This design comes from an exercise in tuning for small area on the open sky130 flow, not from production work.
Function was checked by simulation only, so behaviour that the tests miss may differ from the original.
Power is estimated from default activity; no workload was simulated.

## j4
module j4( input  wire clk
         , input  wire rst                       
         , output reg  [12:0] pc
         , input  wire [15:0] instr
         , output wire io_we                     
         , output wire io_re                     
         , output wire [16-1:0] io_ptr
         , input  wire [16-1:0] io_in
         , output wire [16-1:0] io_out
    );
reg  [16-1:0] T;
reg  [4-1:0] dsp, rsp;
reg  [16-1:0] ds [0:15];
reg  [12:0]       rs [0:15];
wire is_lit  = instr[15];
wire is_jmp  = instr[15:13] == 3'b000;
wire is_cjmp = instr[15:13] == 3'b001;
wire is_call = instr[15:13] == 3'b010;
wire is_alu  = instr[15:13] == 3'b011;
wire [3:0] op = instr[11:8];
reg  [16-1:0] N;
reg  [12:0] R;
integer i;
always @* begin
    N = 0;
    R = 0;
    for (i = 0; i < 16; i = i + 1) begin
        N = N | (ds[i] & {16{dsp == i}});
        R = R | (rs[i] & {13{rsp == i}});
    end
end
wire [3:0] dsp_n = dsp + (is_lit ? 4'd1 : is_alu ? {{2{instr[1]}}, instr[1:0]} : 4'd0);
wire [3:0] rsp_n = rsp + (is_call ? 4'd1 : is_alu ? {{2{instr[3]}}, instr[3:2]} : 4'd0);
wire ds_we = is_lit | (is_alu & instr[7]);
  ...
Size in the first run: about 500 flip-flops, ~81 I/O pins, roughly 0.023 mm2 of cells after synthesis.
Settings: LEC_CHECK=0, CAP_MARGIN=20, CORE_MARGIN=2, CORE_UTILIZATION=65, CTS_BUF_LIST=sky130_fd_sc_hd__clkbuf_4 sky130_fd_sc_hd__clkbuf_8, SLEW_MARGIN=20; clock period 6.0 ns.
run.sh (not shown) runs the stock make flow with config.mk's settings and CLKGATE_MAP_FILE= SYNTH_SCRIPT=/design/flow/synth_recipe.tcl, a recipe that flattens the netlist after the stock synthesis.
Edit:
Settings changed: CORE_UTILIZATION 65 to 40, CTS_BUF_LIST sky130_fd_sc_hd__clkbuf_4 sky130_fd_sc_hd__clkbuf_8 to not set.
The changed run completed with no timing, DRC or antenna violations. Cell area is higher by 2.4%. Routed wire length is higher by 4.8%. Sequential cell count does not change. Total power is higher by 4.5%. Clock skew hardly moves. Synthesized area is unchanged. Via count is lower by 2.4%. First-iteration DRC count is lower by 30%.

The RTL this note starts from:
==> flow/design.v <==
`default_nettype none
 `default_nettype none
module j4( input  wire clk
         , input  wire rst                       
         , output reg  [12:0] pc
         , input  wire [15:0] instr
         , output wire io_we                     
         , output wire io_re                     
         , output wire [16-1:0] io_ptr
         , input  wire [16-1:0] io_in
         , output wire [16-1:0] io_out
    );
reg  [16-1:0] T;
reg  [4-1:0] dsp, rsp;
wire is_lit  = instr[15];
wire is_jmp  = instr[15:13] == 3'b000;
wire is_cjmp = instr[15:13] == 3'b001;
wire is_call = instr[15:13] == 3'b010;
wire is_alu  = instr[15:13] == 3'b011;
wire [3:0] op = instr[11:8];
wire [15:0] aop = {16{is_alu}} & (16'd1 << op);   
wire [1:0] dd = is_lit ? 2'b01 : is_alu ? instr[1:0] : 2'b00;
wire [1:0] ee = is_call ? 2'b01 : is_alu ? instr[3:2] : 2'b00;
wire [3:0] dsp_n = dsp + {{2{dd[1]}}, dd};
wire [3:0] rsp_n = rsp + {{2{ee[1]}}, ee};
wire ds_we = is_lit | (is_alu & instr[7]);
wire rs_we = is_call | (is_alu & instr[6]);
wire [15:0] ds_wr, rs_wr;        
wire [15:0] ds_sn, rs_sn;        
genvar g, b;
generate for (g = 0; g < 16; g = g + 1) begin: DEC
    assign ds_wr[g] = ds_we & (dsp_n == g);
    assign rs_wr[g] = rs_we & (rsp_n == g);
    assign ds_sn[g] = ~(dsp == g);
    assign rs_sn[g] = ~((rsp == g) & ~is_call);
end endgenerate
wire [12:0] pc_inc = pc + 13'd1;
wire [16-1:0] N;
wire [12:0] R;                   
wire [16-1:0] ds_q [0:15];
wire [12:0]       rs_q [0:15];
generate for (g = 0; g < 16; g = g + 1) begin: DS
    reg [16-1:0] q;
    always @(posedge clk) if (ds_wr[g]) q <= T;
    assign ds_q[g] = q;
end endgenerate
generate for (g = 0; g < 16; g = g + 1) begin: RS
    reg [12:0] q;
    always @(posedge clk) if (rs_wr[g]) q <= R;
    assign rs_q[g] = q;
end endgenerate
generate for (b = 0; b < 16; b = b + 1) begin: NRD
    wire [15:0] col;
    for (g = 0; g < 16; g = g + 1) begin: C
        assign col[g] = ds_q[g][b];
    end
    wire [7:0] t;
    for (g = 0; g < 8; g = g + 1) begin: P
        j4_o22ai u (.a1(ds_sn[2*g]), .a2(col[2*g]), .b1(ds_sn[2*g+1]), .b2(col[2*g+1]), .y(t[g]));
    end
    j4_nor8 u0 (.a(t), .y(N[b]));
end endgenerate
generate for (b = 0; b < 13; b = b + 1) begin: RRD
    wire [15:0] col;
    for (g = 0; g < 16; g = g + 1) begin: C
        assign col[g] = rs_q[g][b];
    end
    wire [7:0] t;
    for (g = 0; g < 8; g = g + 1) begin: P
        j4_o22ai u (.a1(rs_sn[2*g]), .a2(col[2*g]), .b1(rs_sn[2*g+1]), .b2(col[2*g+1]), .y(t[g]));
    end
    wire rd;
    j4_nor8 u0 (.a(t), .y(rd));
    assign R[b] = rd & (~is_call | pc_inc[b]);
end endgenerate
wire sub  = aop[7] | aop[8] | aop[15];
wire ones = aop[10] | aop[13];
wire bsel1 = aop[2] | ones;      
wire bsel0 = sub | ones;         
wire keep = ~is_lit & ~is_alu;   
wire [3:0] tt = rst ? 4'b0000 :
                ({4{keep | aop[0]}} & 4'b1010) |
                ({4{aop[1]}}        & 4'b1100) |
                ({4{aop[2] | aop[5]}} & 4'b0110) |
                ({4{aop[3]}}        & 4'b1000) |
                ({4{aop[4]}}        & 4'b1110) |
                ({4{aop[6] | aop[10]}} & 4'b0101) |
                ({4{sub}}           & 4'b1001);
wire [16-1:0] p, gen, B, sum;
generate for (b = 0; b < 16; b = b + 1) begin: PG
    j4_mux4  ul (.d0(tt[0]), .d1(tt[1]), .d2(tt[2]), .d3(tt[3]), .s0(T[b]), .s1(N[b]), .y(p[b]));
    j4_mux2i ub (.a0(~bsel0), .a1(~bsel1), .s(N[b]), .y(B[b]));
    assign gen[b] = T[b] & B[b];
end endgenerate
wire [16:0] kg [0:4];
wire [16:0] kp [0:4];
assign kg[0] = {gen, sub};
assign kp[0] = {p, 1'b0};
genvar l;
generate for (l = 0; l < 4; l = l + 1) begin: KS
    for (b = 0; b <= 16; b = b + 1) begin: K
        if (b >= (1 << l)) begin: M
            assign kg[l+1][b] = kg[l][b] | (kp[l][b] & kg[l][b - (1 << l)]);
            assign kp[l+1][b] = kp[l][b] & kp[l][b - (1 << l)];
        end else begin: C
            assign kg[l+1][b] = kg[l][b];
            assign kp[l+1][b] = kp[l][b];
        end
    end
end endgenerate
wire [16:0] cy = kg[4];      
assign sum = p ^ cy[16-1:0];
wire eq  = &p;                                   
wire ult = cy[16] & ~eq;                     
wire slt = (N[15] ^ T[15]) ? N[15] : ult;        
wire cmpv = ~rst & ((aop[7] & eq) | (aop[8] & slt) | (aop[15] & ult));
wire e_sum = ~rst & (keep | (|aop[6:0]) | aop[10] | aop[13]);
wire e_shr = ~rst & aop[9];
wire e_r   = ~rst & aop[11];
wire e_in  = ~rst & aop[12];
wire e_lit = ~rst & is_lit;
wire e_ptr = ~rst & aop[14];
wire [16-1:0] Px  = {8'd0, rsp, dsp};
wire [16-1:0] T_n;
generate for (b = 0; b < 16; b = b + 1) begin: TN
    wire x1, x2, x3;
    if (b < 16-1)
        j4_a22oi  ua (.a1(sum[b]), .a2(e_sum), .b1(T[b+1]), .b2(e_shr), .y(x1));
    else
        j4_nand2  ua (.a(sum[b]), .b(e_sum), .y(x1));
    if (b < 13)
        j4_a222oi ub (.a1(R[b]), .a2(e_r), .b1(io_in[b]), .b2(e_in), .c1(instr[b]), .c2(e_lit), .y(x2));
    else if (b < 15)
        j4_a22oi  ub (.a1(io_in[b]), .a2(e_in), .b1(instr[b]), .b2(e_lit), .y(x2));
    else
        j4_nand2  ub (.a(io_in[b]), .b(e_in), .y(x2));
    if (b < 8)
        j4_a21oi  uc (.a1(Px[b]), .a2(e_ptr), .b1(cmpv), .y(x3));
    else
        assign x3 = ~cmpv;
    j4_nand3 un (.a(x1), .b(x2), .c(x3), .y(T_n[b]));
end endgenerate
wire tz = ~|T;
wire s_jmp = ~rst & (is_jmp | is_call | (is_cjmp & tz));
wire s_ret = ~rst & is_alu & instr[12];
wire s_inc = ~rst & ~s_jmp & ~s_ret;
wire [12:0] pc_n;
generate for (b = 0; b < 13; b = b + 1) begin: PCN
    wire x;
    j4_a222oi u (.a1(pc_inc[b]), .a2(s_inc), .b1(instr[b]), .b2(s_jmp), .c1(R[b]), .c2(s_ret), .y(x));
    assign pc_n[b] = ~x;
end endgenerate
assign io_we  = is_alu & instr[5];
assign io_re  = aop[12] & (|T[15:14]);
assign io_ptr = T;
assign io_out = N;
always @(posedge clk) begin
    pc  <= pc_n;
    T   <= T_n;
    dsp <= rst ? 4'd0 : dsp_n;
    rsp <= rst ? 4'd0 : rsp_n;
end
endmodule
module j4_o22ai(input wire a1, input wire a2, input wire b1, input wire b2, output wire y);
    assign y = ~((a1 | a2) & (b1 | b2));
endmodule
module j4_nor8(input wire [7:0] a, output wire y);
    assign y = ~|a;
endmodule
module j4_mux2i(input wire a0, input wire a1, input wire s, output wire y);
    assign y = ~(s ? a1 : a0);
endmodule
module j4_mux4(input wire d0, input wire d1, input wire d2, input wire d3,
               input wire s0, input wire s1, output wire y);
    assign y = s1 ? (s0 ? d3 : d2) : (s0 ? d1 : d0);
endmodule
module j4_fa(input wire a, input wire b, input wire ci, output wire s, output wire co);
    assign {co, s} = a + b + ci;
endmodule
module j4_a222oi(input wire a1, input wire a2, input wire b1, input wire b2,
                 input wire c1, input wire c2, output wire y);
    assign y = ~((a1 & a2) | (b1 & b2) | (c1 & c2));
endmodule
module j4_nand4(input wire a, input wire b, input wire c, input wire d, output wire y);
    assign y = ~(a & b & c & d);
endmodule
module j4_a22oi(input wire a1, input wire a2, input wire b1, input wire b2, output wire y);
    assign y = ~((a1 & a2) | (b1 & b2));
endmodule
module j4_nand3(input wire a, input wire b, input wire c, output wire y);
    assign y = ~(a & b & c);
endmodule
module j4_nand2(input wire a, input wire b, output wire y);
    assign y = ~(a & b);
endmodule
module j4_a21oi(input wire a1, input wire a2, input wire b1, output wire y);
    assign y = ~((a1 & a2) | b1);
endmodule
export LEC_CHECK = 0
export CAP_MARGIN = 20
export CORE_MARGIN = 2
export CORE_UTILIZATION = 65
export SLEW_MARGIN = 20
export SYNTH_HIERARCHICAL = 1
create_clock -name core_clock -period 6.0 [get_ports {clk}]
standard.sh (not shown) runs the stock make flow with config.mk's settings and CLKGATE_MAP_FILE= SYNTH_SCRIPT=/design/flow/synth_recipe.tcl, a recipe that flattens the netlist after the stock synthesis.
==> flow/flow/run.sh <==
#!/bin/bash
# Layout flow: the standard ORFS flow (standard synthesis unchanged), with
#  - single-drive buf_1 cells as the port buffers,
#  - a clock tree of clkbuf_4 cells with sink clusters of at most 10 flops
#    and 40 um, and no dummy loads,
#  - downsizing of gates off the critical paths after global routing
#    (ORFS's power recovery), then slew and capacitance repair again and a
#    greedy area recovery that keeps a setup slack margin (flow/post_grt.tcl).
# make's full output goes to orfs_make.log in the work folder.
set -euo pipefail
bash standard.sh \
  "BUFFER_PORTS_ARGS=-buffer_cell sky130_fd_sc_hd__buf_1" \
  "CTS_ARGS=-sink_clustering_enable -repair_clock_nets -dont_use_dummy_load -sink_clustering_size 10 -sink_clustering_max_diameter 40 -buf_list {sky130_fd_sc_hd__clkbuf_4}" \
  RECOVER_POWER=100 \
  "POST_GLOBAL_ROUTE_TCL=$PWD/flow/post_grt.tcl" \
  finish > orfs_make.log 2>&1
==> flow/flow/post_grt.tcl <==
# Runs after global routing and the power recovery (which downsizes gates).
# 1. Repair max slew and max capacitance again.
# 2. Greedy area recovery: each combinational gate or non-clock buffer is
#    swapped for the smallest lower drive strength of the same cell family
#    that keeps the worst setup slack above a margin and adds no slew or
#    capacitance violation. Flip-flops, clock-tree cells, tie and tap cells
#    are left as they are.
# 3. Legalize and update the global routes of the changed nets.
set slack_margin 0.15e-9  ;# seconds

proc master_area {name} {
  set m [[ord::get_db] findMaster $name]
  return [expr [$m getWidth] * [$m getHeight]]
}

proc drc_count {} {
  return [expr [sta::max_slew_violation_count] + [sta::max_capacitance_violation_count]]
}

global_route -start_incremental
repair_design_helper

set lib_cells {}
foreach lc [get_lib_cells sky130_fd_sc_hd__tt_025C_1v80/*] { lappend lib_cells [get_name $lc] }
set base_drc [drc_count]
set n_swapped 0
foreach inst [get_cells *] {
  set cell [get_property $inst ref_name]
  if {![regexp {^(sky130_fd_sc_hd__[a-z0-9]+)_([0-9]+)$} $cell -> family size]} continue
  if {[regexp {__(df|edf|sdf|dl|clkbuf|clkinv|tap|fill|decap|conb|diode)} $family]} continue
  set smaller {}
  foreach s {0 1 2 4 6 8 12 16} {
    set cand "${family}_$s"
    if {$s < $size && [lsearch -exact $lib_cells $cand] >= 0
        && [master_area $cand] < [master_area $cell]} { lappend smaller $cand }
  }
  foreach cand $smaller {
    replace_cell $inst $cand
    if {[sta::worst_slack_cmd max] >= $slack_margin && [drc_count] <= $base_drc} {
      incr n_swapped
      break
    }
    replace_cell $inst $cell
  }
}
puts "Area recovery: downsized $n_swapped instances"

detailed_placement
global_route -end_incremental
estimate_parasitics -global_routing
check_placement -verbose
write_guides $::env(RESULTS_DIR)/route.guide
==> next run, changes <==
--- a/flow/flow/post_grt.tcl
+++ b/flow/flow/post_grt.tcl
@@ -9,7 +9,2 @@
 set slack_margin 0.15e-9  ;# seconds
-
-proc master_area {name} {
-  set m [[ord::get_db] findMaster $name]
-  return [expr [$m getWidth] * [$m getHeight]]
-}
 
@@ -32,5 +27,3 @@
   foreach s {0 1 2 4 6 8 12 16} {
-    set cand "${family}_$s"
-    if {$s < $size && [lsearch -exact $lib_cells $cand] >= 0
-        && [master_area $cand] < [master_area $cell]} { lappend smaller $cand }
+    if {$s < $size && [lsearch -exact $lib_cells "${family}_$s"] >= 0} { lappend smaller "${family}_$s" }
   }
Via count is about the same.
Final cell count does not change.
Setup slack degrades by 0.038 ns.
Combinational power barely changes.
Die area is unchanged.
Clock power is about the same.
Maximum frequency came out lower slightly.
Synthesized area stays the same.
Final area stays flat.
Register-to-register slack degrades by 0.04 ns.
Total power barely changes.

port drivers added, routing unchanged:
Ports are ideal in the flow. The routed layouts listed here were re-timed in OpenROAD. Step 1 assumes that a clkbuf_16 drives the clock port and a buf_2 every other input. Step 2 moves the port delays by t, midway between the first and last clock arrival at a register: inputs arrive t later, outputs are due t later. That takes back most of the time a late clock gives input paths. Three values: ideal, step 1, step 2; two values: the first two.
| run | t, ns | setup slack, ns | latest minus earliest clock arrival (ns) |
|---|---|---|---|
| the first run of note 1 | 0.689 | 0.816 / 0.801 / 0.816 | 0.037 / 0.037 |
| the second run of note 1 | 0.653 | 0.953 / 0.953 / 0.816 | 0.043 / 0.042 |
| the first run of note 2 | 0.754 | 0.878 / 0.876 / 0.122 | 0.077 / 0.076 |
| the second run of note 2 | 0.758 | 0.840 / 0.835 / 0.077 | 0.080 / 0.081 |
After both steps every run listed still meets setup and hold. For the second run of note 2, which loses most, drivers alone change the setup slack by -0.005 ns; drivers and shift together by -0.763 ns.
